From an optimization exercise on the open Yosys and OpenROAD flow, aimed at small area and a short achievable clock period; shortcuts taken in it are not production practice. In this exercise RTL edits were held to simulation tests only and were not proved equivalent to the original. Power figures rest on the tool's default switching activity, not on a simulated workload.

==> inputs of run a <==
## fairArb
module fairArb (
	input  logic [15:0] bids,
	output logic [15:0] wins,
	input  logic        get_next_win,
	input  logic        clk,
	input  logic        rst
);
	logic [3:0]  p;
	logic        a, b;
	logic [15:0] m, nm, g;
	logic [3:0]  pn;
	logic        anyb, upd;
	logic nbm_1;
	logic nbm_2;
	logic nbm_3;
	logic nbm_4;
	logic nbm_5;
	logic nbm_6;
	logic nbm_7;
	logic nbm_8;
	logic nbm_9;
	logic nbm_10;
	logic nbm_11;
	logic nbm_12;
	logic nbm_13;
	logic nbm_14;
	logic nbm_15;
	logic nbm_16;
	logic n_17;
	logic n_18;
	logic n_19;
	logic n_20;
	logic n_21;
	logic n_22;
	logic n_23;
	logic n_24;
	logic n_25;
	logic n_26;
	logic n_27;
	logic n_28;
	logic n_29;
	logic n_30;
	logic n_31;
	logic n_32;
	logic n_33;
	logic n_34;
	logic n_35;
	logic n_36;
	logic n_37;
	logic n_38;
	logic n_39;
	logic n_40;
	logic n_41;
	logic n_42;
	logic n_43;
	logic n_44;
	logic n_45;
	logic n_46;
	logic n_47;
	logic n_48;
	logic n_49;
	logic n_50;
	logic n_51;
	logic n_52;
	logic n_53;
	logic n_54;
	logic n_55;
	logic n_56;
	logic n_57;
	logic n_58;
	logic n_59;
	logic n_60;
	logic n_61;
	logic n_62;
	logic n_63;
	logic n_64;
	logic n_65;
	logic n_66;
	logic n_67;
	logic n_68;
	logic n_69;
	logic n_70;
	logic n_71;
	logic n_72;
	logic n_73;
	logic n_74;
	logic n_75;
	logic n_76;
	logic n_77;
	logic n_78;
	logic n_79;
	logic n_80;
	logic nrb_81;
	logic n_82;
	logic nrb_83;
	logic n_84;
	logic n_85;
	logic nrb_86;
	logic n_87;
	logic nrb_88;
	logic n_89;
	logic n_90;
	logic nrb_91;
	logic n_92;
	logic n_93;
	logic nrb_94;
	logic n_95;
	logic nrb_96;
	logic n_97;
	logic nrb_98;
	logic n_99;
	logic nrb_100;
	logic n_101;
	logic nrb_102;
	logic n_103;
	logic n_104;
	logic nrb_105;
	logic n_106;
	logic n_107;
	logic nrb_108;
	logic n_109;
	logic n_110;
	logic nrb_111;
	logic n_112;
	logic n_113;
	logic nrb_114;
	logic n_115;
	logic n_116;
	logic nrb_117;
	logic n_118;
	logic n_119;
	logic nrb_120;
	logic n_121;
	logic n_122;
	always @(*) begin
		for (int i = 0; i < 16; i++) begin
			m[i]  = (i[3:0] >= p);
			nm[i] = ~(i[3:0] >= p);
		end
	end
  ...
==> flow/config.mk <==
export PLATFORM = sky130hd
export DESIGN_NAME = fairArb
export DESIGN_NICKNAME = fairArb
export VERILOG_FILES = /design/flow/design.v
export SDC_FILE = /design/flow/constraint.sdc
export NUM_CORES = 4
export LEC_CHECK = 0
export CAP_MARGIN = 20
export CORE_MARGIN = 2
export CORE_UTILIZATION = 40
export SLEW_MARGIN = 20
export SYNTH_HIERARCHICAL = 1
==> flow/constraint.sdc <==
create_clock -name core_clock -period 4.0 [get_ports {clk}]
set_input_delay 0.8000 -clock core_clock [delete_from_list [all_inputs] [get_ports {clk}]]
set_output_delay 0.8000 -clock core_clock [all_outputs]
set_load 0.01 [all_outputs]
standard.sh (not shown) runs the stock make flow with config.mk's settings and CLKGATE_MAP_FILE= SYNTH_SCRIPT=/design/flow/synth_recipe.tcl, a recipe that flattens the netlist after the stock synthesis.
==> flow/flow/run.sh <==
#!/bin/bash
# Layout flow: the standard synthesis unchanged, then the standard ORFS
# steps with buf_2 port buffers and the timing-repair settings in vars.sh.
set -euo pipefail
here=$(cd "$(dirname "$0")" && pwd)
source "$here/vars.sh"
bash standard.sh synth > synth.log 2>&1
bash standard.sh "${EXTRA[@]}" finish > layout.log 2>&1
==> flow/flow/vars.sh <==
EXTRA=(BUFFER_PORTS_ARGS="-buffer_cell sky130_fd_sc_hd__buf_2" SETUP_SLACK_MARGIN=2.3)
==> run b: changes against run a <==
==> flow/flow/vars.sh (replaced) <==
EXTRA=(BUFFER_PORTS_ARGS="-buffer_cell sky130_fd_sc_hd__buf_2")
==> results.txt <==
Met3 Routed Length: 169 µm
Logic pwr share: 40.1%
reg2reg path depth: 14
final worst path period share: 59.2%
P_sw: 0.204 mW
status: finished clean
Rel. slew slack: 58.6%
met2 routed WL: 2590 µm
footprint of the multi-input gates: 0.00154 mm²
The numbers above come from run a.

==> results.txt <==
Logic pwr share: 22.3%
Simple-Gate Fraction of Synth Area: 47.5%
Core ar.: 0.00403 mm²
Pwr Density: 259 mW/mm²
Met3 Routed Length: 187 µm
P_sw: 0.143 mW
gr usage total: 17.4%
status: finished clean
worst slew pin tran: 592 ps
final worst path period share: 78.0%
reg2reg path depth: 15
footprint of the multi-input gates: 0.00111 mm²
register area: 440 µm²
met2 routed WL: 1550 µm
Rel. slew slack: 60.4%
The numbers above come from run b.

what the ideal ports hide:
The results above use ideal ports. As a check the final layouts listed here were re-extracted and re-timed, cells and wires unchanged.
Step 1: set_driving_cell puts a clkbuf_16 on clk and a buf_2 on each other input, an assumption about the parent block.
Step 2 adds t to the input delays and takes it off the output delays; t is the mean of the earliest and latest rising clock arrival at the registers after step 1. Input paths then give back, and output paths get back, about the clock's delay inside the block.
Three values: no drivers, after step 1, after step 2; two values: the first two.
run	shift t [ns]	slack for setup (ns)	worst setup path after step 2	slew at the worst register clock pin (ns)	cell pins on the clock port's net
run a	0.278	1.631 / 1.631 / 1.458	input to register	0.08 / 0.08	1
run b	0.283	0.882 / 0.882 / 0.828	input to register	0.07 / 0.07	1
After both steps setup and hold are still met in every run listed. For run a, which loses most, drivers alone change the setup slack by 0.000 ns; drivers and shift together by -0.173 ns.
